What follows belongs to an exercise in optimizing a design on an open flow for small area and a short achievable clock period; a production flow would make more cautious choices.
The RTL was checked by simulation tests, not by an equivalence proof against the original design.
Power figures rest on the tool's default switching activity, not on a simulated workload.

==> v9: inputs <==
==> flow/design.v (excerpt) <==
module core (
    input  clk_i,
    input  rst_i,
    input  [31:0] inst_i,
    input  [31:0] data_i,
    output [31:0] inst_addr_o,
    output [31:0] data_o,
    output [31:0] data_addr_o,
    output        data_rw_o,
    output [1:0]  data_width_o,
    output        fence_o
);
wire [6:0] op  = inst_i[6:0];
wire [4:0] rd  = inst_i[11:7];
wire [2:0] f3  = inst_i[14:12];
wire [4:0] rs1 = inst_i[19:15];
wire [4:0] rs2 = inst_i[24:20];
wire is_lui   = (op == 7'b0110111);
wire is_auipc = (op == 7'b0010111);
wire is_jal   = (op == 7'b1101111);
wire is_jalr  = (op == 7'b1100111);
wire is_br    = (op == 7'b1100011);
wire is_load  = (op == 7'b0000011);
wire is_store = (op == 7'b0100011);
wire is_alui  = (op == 7'b0010011);
wire is_alur  = (op == 7'b0110011);
wire is_fence = (op == 7'b0001111);
wire [31:0] imm_i = {{20{inst_i[31]}}, inst_i[31:20]};
wire [31:0] imm_b = {{19{inst_i[31]}}, inst_i[31], inst_i[7], inst_i[30:25], inst_i[11:8], 1'b0};
wire [31:0] imm_j = {{11{inst_i[31]}}, inst_i[31], inst_i[19:12], inst_i[20], inst_i[30:21], 1'b0};
wire [31:0] imm_u = {inst_i[31:12], 12'b0};
wire [11:0] imm_ls = is_store ? {inst_i[31:25], inst_i[11:7]} : inst_i[31:20];
reg  [31:0] regs [1:31];
wire [32*32-1:0] regs_flat;
assign regs_flat[31:0] = 32'b0;
genvar g;
generate for (g = 1; g < 32; g = g + 1) begin : rf
    assign regs_flat[g*32 +: 32] = regs[g];
end endgenerate
wire [31:0] rs1_n, rs2_n;       
rf_read rp1 (.rs(rs1), .r(regs_flat), .qn(rs1_n));
rf_read rp2 (.rs(rs2), .r(regs_flat), .qn(rs2_n));
wire [31:0] rs1_v = ~rs1_n;
wire [31:0] rs2_v = ~rs2_n;
reg  [31:1] pc;
wire [31:0] pc_w = {pc, 1'b0};
wire [31:0] pc4 = {pc[31:2] + 30'd1, 2'b00};
wire [31:0] pc_imm = is_jal ? imm_j : (is_br ? imm_b : imm_u);
wire [31:0] pc_sum = pc_w + pc_imm;
wire [31:0] agu;
ks_add32 u_agu (.an(rs1_n), .bn(~{{20{imm_ls[11]}}, imm_ls}), .s(agu));
wire        use_rs2 = op[5];
  ...
==> module core, before the edit <==
module core (
    input  clk_i,
    input  rst_i,
    input  [31:0] inst_i,
    input  [31:0] data_i,
    output [31:0] inst_addr_o,
    output [31:0] data_o,
    output [31:0] data_addr_o,
    output        data_rw_o,
    output [1:0]  data_width_o,
    output        fence_o
);
wire [6:0] op  = inst_i[6:0];
wire [4:0] rd  = inst_i[11:7];
wire [2:0] f3  = inst_i[14:12];
wire [4:0] rs1 = inst_i[19:15];
wire [4:0] rs2 = inst_i[24:20];
wire is_lui   = (op == 7'b0110111);
wire is_auipc = (op == 7'b0010111);
wire is_jal   = (op == 7'b1101111);
wire is_jalr  = (op == 7'b1100111);
wire is_br    = (op == 7'b1100011);
wire is_load  = (op == 7'b0000011);
wire is_store = (op == 7'b0100011);
wire is_alui  = (op == 7'b0010011);
wire is_alur  = (op == 7'b0110011);
wire is_fence = (op == 7'b0001111);
wire [31:0] imm_i = {{20{inst_i[31]}}, inst_i[31:20]};
wire [31:0] imm_b = {{19{inst_i[31]}}, inst_i[31], inst_i[7], inst_i[30:25], inst_i[11:8], 1'b0};
wire [31:0] imm_j = {{11{inst_i[31]}}, inst_i[31], inst_i[19:12], inst_i[20], inst_i[30:21], 1'b0};
wire [31:0] imm_u = {inst_i[31:12], 12'b0};
wire [11:0] imm_ls = is_store ? {inst_i[31:25], inst_i[11:7]} : inst_i[31:20];
reg  [31:0] regs [1:31];
wire [32*32-1:0] regs_flat;
assign regs_flat[31:0] = 32'b0;
genvar g;
generate for (g = 1; g < 32; g = g + 1) begin : rf
    assign regs_flat[g*32 +: 32] = regs[g];
end endgenerate
wire [31:0] rs1_n, rs2_n;       
rf_read rp1 (.rs(rs1), .r(regs_flat), .qn(rs1_n));
rf_read rp2 (.rs(rs2), .r(regs_flat), .qn(rs2_n));
wire [31:0] rs1_v = ~rs1_n;
wire [31:0] rs2_v = ~rs2_n;
reg  [31:1] pc;
wire [31:0] pc_w = {pc, 1'b0};
wire [31:0] pc4 = {pc[31:2] + 30'd1, 2'b00};
wire [31:0] pc_imm = is_jal ? imm_j : (is_br ? imm_b : imm_u);
wire [31:0] pc_sum = pc_w + pc_imm;
wire [31:0] agu;
ks_add32 u_agu (.an(rs1_n), .bn(~{{20{imm_ls[11]}}, imm_ls}), .s(agu));
wire        use_rs2 = op[5];
wire [31:0] op2     = use_rs2 ? rs2_v : imm_i;
wire        sub     = op[6] | (f3[2:1] == 2'b01) | (op[5] & inst_i[30] & (f3 == 3'b000));
wire [31:0] op2x    = op2 ^ {32{sub}};
wire [32:0] sum;
wire [31:0] bx, bg, bp;            
ks_add32c u_add (.an(rs1_n), .bn(~op2x), .cin(sub), .s(sum[31:0]), .cout(sum[32]),
                 .ox(bx), .og(bg), .op(bp));
wire        ltu     = ~sum[32];
wire        lt      = ltu ^ rs1_v[31] ^ op2[31];
wire        eq      = &bx;           
wire [31:0] sh_res;
alu_shift u_sh (.a(rs1_v), .shamt(op2[4:0]), .shl(~f3[2]), .sra(inst_i[30]), .y(sh_res));
wire taken = (f3[2] ? (f3[1] ? ltu : lt) : eq) ^ f3[0];
wire [31:0] ld;
wire        ld_sign = ~f3[2] & (f3[0] ? data_i[15] : data_i[7]);
assign ld[7:0]   = data_i[7:0];
assign ld[15:8]  = (f3[1] | f3[0]) ? data_i[15:8] : {8{ld_sign}};
assign ld[31:16] = f3[1] ? data_i[31:16] : {16{ld_sign}};
wire is_alu = is_alui | is_alur;
wire [31:0] wd;
wb_mux u_wb (
    .s_add  (is_alu & (f3 == 3'b000)),
    .s_sh   (is_alu & (f3[1:0] == 2'b01)),
    .s_xor  (is_alu & (f3 == 3'b100)),
    .s_or   (is_alu & (f3 == 3'b110)),
    .s_and  (is_alu & (f3 == 3'b111)),
    .s_slt  (is_alu & (f3[2:1] == 2'b01)),
    .s_ld   (is_load),
    .s_lui  (is_lui),
    .s_auipc(is_auipc),
    .s_link (is_jal | is_jalr),
    .sum(sum[31:0]), .sh(sh_res), .bx(bx), .bg(bg), .bp(bp), .slt(f3[0] ? ltu : lt),
    .ld(ld), .lui(inst_i[31:12]), .pcs(pc_sum), .pc4(pc4[31:2]),
    .o(wd));
wire        we = ~rst_i & (is_lui | is_auipc | is_jal | is_jalr | is_load | is_alui | is_alur);
integer k;
always @(posedge clk_i) begin
    for (k = 1; k < 32; k = k + 1)
        if (we && rd == k)
            regs[k] <= wd;
end
wire [31:1] pc_d;
wire tgt = is_jal | (is_br & taken);
pc_mux u_pcm (.s_agu(~rst_i & is_jalr), .s_pcs(~rst_i & ~is_jalr & tgt), .s_pc4(~rst_i & ~is_jalr & ~tgt),
              .agu(agu[31:1]), .pcs(pc_sum[31:1]), .pc4(pc4[31:2]), .o(pc_d));
always @(posedge clk_i)
    pc <= pc_d;
assign inst_addr_o  = pc_w;
assign data_o       = rs2_v;
assign data_addr_o  = agu;
assign data_rw_o    = is_store & ~rst_i;
assign data_width_o = {~f3[1] & ~f3[0], ~f3[1]};
assign fence_o      = is_fence;
endmodule
==> module rf_read, before the edit <==
module rf_read (
    input  [4:0]        rs,
    input  [32*32-1:0]  r,
    output [31:0]       qn
);
wire [31:0] sel_lo, sel_hi;
rf_dec d_lo (.a(rs), .sel(sel_lo));
rf_dec d_hi (.a(rs), .sel(sel_hi));
genvar b, i;
generate for (b = 0; b < 32; b = b + 1) begin : bt
    wire [31:0] sel = (b < 16) ? sel_lo : sel_hi;
    wire [9:0] y;
    wire [2:0] z;
    wire       t;
    for (i = 0; i < 10; i = i + 1) begin : grp
        rf_aoi222 u (.a(sel[3*i+1]), .b(r[(3*i+1)*32+b]),
                     .c(sel[3*i+2]), .d(r[(3*i+2)*32+b]),
                     .e(sel[3*i+3]), .f(r[(3*i+3)*32+b]), .y(y[i]));
    end
    rf_nand2 u_t  (.a(sel[31]), .b(r[31*32+b]), .y(t));
    rf_nand4 u_z0 (.a(y[0]), .b(y[1]), .c(y[2]), .d(y[3]), .y(z[0]));
    rf_nand4 u_z1 (.a(y[4]), .b(y[5]), .c(y[6]), .d(y[7]), .y(z[1]));
    rf_nand3 u_z2 (.a(y[8]), .b(y[9]), .c(t), .y(z[2]));
    rf_nor3  u_q  (.a(z[0]), .b(z[1]), .c(z[2]), .y(qn[b]));
end endgenerate
endmodule
==> module rf_dec, before the edit <==
module rf_dec (
    input  [4:0]  a,
    output [31:0] sel
);
genvar k;
generate for (k = 0; k < 32; k = k + 1) begin : dk
    assign sel[k] = (a == k);
end endgenerate
endmodule
==> flow/config.mk <==
export PLATFORM = sky130hd
export DESIGN_NAME = core
export DESIGN_NICKNAME = core
export VERILOG_FILES = /design/flow/design.v
export SDC_FILE = /design/flow/constraint.sdc
export NUM_CORES = 4
export LEC_CHECK = 0
export CAP_MARGIN = 30
export CORE_MARGIN = 2
export CORE_UTILIZATION = 56
export CTS_BUF_LIST = sky130_fd_sc_hd__clkbuf_8 sky130_fd_sc_hd__clkbuf_16
export CTS_CLUSTER_DIAMETER = 60
export CTS_CLUSTER_SIZE = 20
export SETUP_SLACK_MARGIN = 4
export SLEW_MARGIN = 30
export SYNTH_HIERARCHICAL = 1
==> flow/constraint.sdc <==
create_clock -name core_clock -period 12.0 [get_ports {clk_i}]
set_input_delay 2.4000 -clock core_clock [delete_from_list [all_inputs] [get_ports {clk_i}]]
set_output_delay 2.4000 -clock core_clock [all_outputs]
set_load 0.01 [all_outputs]
run.sh (not shown) runs the stock make flow with config.mk's settings and CLKGATE_MAP_FILE= SYNTH_SCRIPT=/design/flow/synth_recipe.tcl, a recipe that flattens the netlist after the stock synthesis.
==> inputs of v3, as changes to v9 <==
--- a/flow/design.v
+++ b/flow/design.v
@@ -46,5 +46,5 @@
 wire [31:0] pc_w = {pc, 1'b0};
 wire [31:0] pc4 = {pc[31:2] + 30'd1, 2'b00};
-wire [31:0] pc_imm = is_jal ? imm_j : (is_br ? imm_b : imm_u);
+wire [31:0] pc_imm = op[2] ? (op[3] ? imm_j : imm_u) : imm_b;
 wire [31:0] pc_sum = pc_w + pc_imm;
 wire [31:0] agu;
@@ -59,9 +59,11 @@
                  .ox(bx), .og(bg), .op(bp));
 wire        ltu     = ~sum[32];
-wire        lt      = ltu ^ rs1_v[31] ^ op2[31];
+wire        sx      = rs1_v[31] ^ op2[31];
 wire        eq      = &bx;           
 wire [31:0] sh_res;
 alu_shift u_sh (.a(rs1_v), .shamt(op2[4:0]), .shl(~f3[2]), .sra(inst_i[30]), .y(sh_res));
-wire taken = (f3[2] ? (f3[1] ? ltu : lt) : eq) ^ f3[0];
+wire slt;
+tk_xnor2 u_slt (.a(sum[32]), .b(~f3[0] & sx), .y(slt));
+wire k_cmp = ~f3[0] ^ (~f3[1] & sx);
 wire [31:0] ld;
 wire        ld_sign = ~f3[2] & (f3[0] ? data_i[15] : data_i[7]);
@@ -82,5 +84,5 @@
     .s_auipc(is_auipc),
     .s_link (is_jal | is_jalr),
-    .sum(sum[31:0]), .sh(sh_res), .bx(bx), .bg(bg), .bp(bp), .slt(f3[0] ? ltu : lt),
+    .sum(sum[31:0]), .sh(sh_res), .bx(bx), .bg(bg), .bp(bp), .slt(slt),
     .ld(ld), .lui(inst_i[31:12]), .pcs(pc_sum), .pc4(pc4[31:2]),
     .o(wd));
@@ -93,6 +95,11 @@
 end
 wire [31:1] pc_d;
-wire tgt = is_jal | (is_br & taken);
-pc_mux u_pcm (.s_agu(~rst_i & is_jalr), .s_pcs(~rst_i & ~is_jalr & tgt), .s_pc4(~rst_i & ~is_jalr & ~tgt),
+wire tgt_a = ~rst_i & ~is_jalr & (is_jal | (is_br & ~f3[2] & (eq ^ f3[0])));
+wire tgt_b = ~rst_i & ~is_jalr & is_br & f3[2];
+wire cmp_t, s_pcs, s_pc4;
+tk_xor2 u_tk1 (.a(sum[32]), .b(k_cmp), .y(cmp_t));
+tk_a21o u_tk2 (.a1(tgt_b), .a2(cmp_t), .b1(tgt_a), .y(s_pcs));
+tk_nor2 u_tk3 (.a(s_pcs), .b(rst_i | is_jalr), .y(s_pc4));
+pc_mux u_pcm (.s_agu(~rst_i & is_jalr), .s_pcs(s_pcs), .s_pc4(s_pc4),
               .agu(agu[31:1]), .pcs(pc_sum[31:1]), .pc4(pc4[31:2]), .o(pc_d));
 always @(posedge clk_i)
@@ -131,4 +138,16 @@
 end endgenerate
 endmodule
+module tk_xor2 (input a, input b, output y);
+assign y = a ^ b;
+endmodule
+module tk_xnor2 (input a, input b, output y);
+assign y = ~(a ^ b);
+endmodule
+module tk_a21o (input a1, input a2, input b1, output y);
+assign y = (a1 & a2) | b1;
+endmodule
+module tk_nor2 (input a, input b, output y);
+assign y = ~(a | b);
+endmodule
 module rf_dec (
     input  [4:0]  a,
==> flow/flow/run.sh (new file) <==
#!/bin/bash
# Layout flow: the standard flow (standard.sh), except that the port
# buffers that global placement inserts, which are delay cells
# (clkdlybuf4s50_1), are replaced by plain buffers (buf_4 on inputs, buf_2 on
# outputs) before the placement-resizing step. Every port keeps its buffer.
set -euo pipefail
R=orfs/results/${FLOW_PLATFORM}/core/base
bash standard.sh 3_3_place_gp > standard_to_place_gp.log 2>&1
ODB_FILE=$R/3_3_place_gp.odb openroad -no_init -exit flow/swap_port_buffers.tcl > swap_port_buffers.log 2>&1
bash standard.sh > standard_finish.log 2>&1
==> flow/flow/swap_port_buffers.tcl (new file) <==
# Replace the delay-cell port buffers inserted by buffer_ports with plain
# buffers of the same function (A -> X).
set odb $::env(ODB_FILE)
read_db $odb
set db [ord::get_db]
set bin [$db findMaster sky130_fd_sc_hd__buf_4]
set bout [$db findMaster sky130_fd_sc_hd__buf_2]
set n 0
foreach inst [[ord::get_db_block] getInsts] {
  set name [$inst getName]
  if {[[$inst getMaster] getName] ne "sky130_fd_sc_hd__clkdlybuf4s50_1"} continue
  if {[regexp {^input[0-9]+$} $name]} { $inst swapMaster $bin; incr n }
  if {[regexp {^output[0-9]+$} $name]} { $inst swapMaster $bout; incr n }
}
puts "swapped $n port buffers"
write_db $odb
==> flow/standard.sh (new file) <==
#!/bin/bash
# synth_recipe.tcl (not shown) runs the flow's synth.tcl, then flattens the netlist and writes it again
# the make line also repeats each setting of config.mk as NAME=value (left out here)
make -C /OpenROAD-flow-scripts/flow DESIGN_CONFIG=/design/flow/config.mk WORK_HOME=/design/flow/orfs CLKGATE_MAP_FILE= SYNTH_SCRIPT=/design/flow/synth_recipe.tcl "${@:-finish}"
CORE_UTILIZATION = 60   (was 56)
CTS_BUF_LIST = sky130_fd_sc_hd__clkbuf_8   (was sky130_fd_sc_hd__clkbuf_8 sky130_fd_sc_hd__clkbuf_16)
CTS_CLUSTER_DIAMETER = 50   (was 60)
CTS_CLUSTER_SIZE = 16   (was 20)
removed: flow/run.sh
==> inputs of v31, as changes to v9 <==
--- a/flow/design.v
+++ b/flow/design.v
@@ -33,4 +33,5 @@
 reg  [31:0] regs [1:31];
 wire [32*32-1:0] regs_flat;
+wire [31:0] sel1, sel2;
 assign regs_flat[31:0] = 32'b0;
 genvar g;
@@ -38,7 +39,11 @@
     assign regs_flat[g*32 +: 32] = regs[g];
 end endgenerate
+generate for (g = 0; g < 32; g = g + 1) begin : dec
+    assign sel1[g] = (rs1 == g);
+    assign sel2[g] = (rs2 == g);
+end endgenerate
 wire [31:0] rs1_n, rs2_n;       
-rf_read rp1 (.rs(rs1), .r(regs_flat), .qn(rs1_n));
-rf_read rp2 (.rs(rs2), .r(regs_flat), .qn(rs2_n));
+rf_read rp1 (.sel(sel1), .r(regs_flat), .qn(rs1_n));
+rf_read rp2 (.sel(sel2), .r(regs_flat), .qn(rs2_n));
 wire [31:0] rs1_v = ~rs1_n;
 wire [31:0] rs2_v = ~rs2_n;
@@ -106,14 +111,10 @@
 endmodule
 module rf_read (
-    input  [4:0]        rs,
+    input  [31:0]       sel,
     input  [32*32-1:0]  r,
     output [31:0]       qn
 );
-wire [31:0] sel_lo, sel_hi;
-rf_dec d_lo (.a(rs), .sel(sel_lo));
-rf_dec d_hi (.a(rs), .sel(sel_hi));
 genvar b, i;
 generate for (b = 0; b < 32; b = b + 1) begin : bt
-    wire [31:0] sel = (b < 16) ? sel_lo : sel_hi;
     wire [9:0] y;
     wire [2:0] z;
@@ -131,13 +132,4 @@
 end endgenerate
 endmodule
-module rf_dec (
-    input  [4:0]  a,
-    output [31:0] sel
-);
-genvar k;
-generate for (k = 0; k < 32; k = k + 1) begin : dk
-    assign sel[k] = (a == k);
-end endgenerate
-endmodule
 module rf_aoi222 (input a, input b, input c, input d, input e, input f, output y);
 assign y = ~((a & b) | (c & d) | (e & f));
CTS_BUF_LIST = sky130_fd_sc_hd__clkbuf_8   (was sky130_fd_sc_hd__clkbuf_8 sky130_fd_sc_hd__clkbuf_16)
CTS_CLUSTER_DIAMETER = 50   (was 60)
CTS_CLUSTER_SIZE = 16   (was 20)
==> summary of the runs <==
- v9 passed the timing, DRC and antenna checks. v3 went through all stages and came out clean. v31 ran to the end with no violations.
- Against v31, the die area of v3 is smaller by about 6%.
- Between v31 and v9, the lower worst hold slack is in v9 (gap 0.062 ns).
- Total power: v3 < v31 < v9.
- The lowest first-iteration DRC count belongs to v9, the highest to v31.
- Clock-buffer cell count: v31 is higher than v3 (5).
- Of v9 and v31, v9 has the higher maximum frequency (gap 6.5%, measured against v31).
- Non-clock buffer count, lowest first: v3, v9, v31.
- Wire length: v31 > v3 > v9.
- Of v31 and v9, v31 has the higher clock skew (gap 0.060 ns).
==> figures <==
Outcome: v31 timing/DRC/antenna clean; v3 timing/DRC/antenna clean; v9 timing/DRC/antenna clean
Total power after layout: v31 8340 µW; v3 8020 µW; v9 8540 µW
Total internal power: v31 5670 µW; v3 5530 µW; v9 5940 µW
Arrival @ worst endpoint: v31 6.34 ns; v3 5.93 ns; v9 5.81 ns
Height of the die: v31 310 µm; v3 301 µm; v9 311 µm
Horizontal extent of the die: v31 310 µm; v3 301 µm; v9 311 µm
Via density: v31 8.04; v3 7.99; v9 7.64
Initial core utilization: v31 0.563; v3 0.607; v9 0.566
Slew at the pin with the worst max-slew slack: v31 1.21 ns; v3 1.20 ns; v9 1.24 ns
Worst r2r src: v31 regs[13][2]; v3 regs[16][31]; v9 regs[16][8]
Total Wirelength: v31 246 mm; v3 215 mm; v9 215 mm
Relative area of non-clock buffer cells in the final design: v31 0.0955; v3 0.0655; v9 0.0900
Worst Setup EP: v31 data_addr_o[27]; v3 data_addr_o[28]; v9 data_addr_o[28]
Sum of met2 wire segment lengths after detailed routing: v31 102 mm; v3 91.9 mm; v9 93.8 mm
Maximum VDD drop: v31 0.141 mV; v3 0.142 mV; v9 0.149 mV
Number of cells produced by synthesis: v31 4012; v3 4125; v9 4117
GRT met3 Usage: v31 0.192; v3 0.166; v9 0.135
Clock-pin transition on the worst setup and hold timing paths: v31 0.07 ns; v3 0.10 ns; v9 0.07 ns
Final Instance Area: v31 63700 µm²; v3 60900 µm²; v9 64100 µm²
Number of rows created at floorplan: v31 112; v3 108; v9 112

==> static timing again, ports no longer ideal <==
Ports are ideal in the flow. The routed layouts listed here were re-timed in OpenROAD. Step 1 (the two cells are an assumption about what drives the block):
set clk [get_ports {clk_i}]
set_driving_cell -lib_cell sky130_fd_sc_hd__clkbuf_16 $clk
set_driving_cell -lib_cell sky130_fd_sc_hd__buf_2 [delete_from_list [all_inputs] $clk]
Step 2 times the ports against the registers' clock, not the clock port: input delays grow and output delays shrink by t, the midpoint of the rising clock arrivals with the driver on. Slacks: no drivers / after step 1 / after step 2; pairs: no drivers / after step 1.
run	t (ns)	slack for setup (ns)	hold slack, ns	worst setup path at the end	pins driven straight from the clock port
v9	0.726	3.793 / 3.469 / 3.256	0.681 / 0.681 / 0.681	input to register	1
v3	0.804	3.667 / 3.613 / 3.143	0.712 / 0.712 / 0.712	input to register	1
v31	0.871	3.256 / 3.222 / 2.871	0.743 / 0.743 / 0.743	input to register	1
After both steps setup and hold are still met in every run listed. For v9, which loses most, drivers alone change the setup slack by -0.324 ns; drivers and shift together by -0.537 ns.
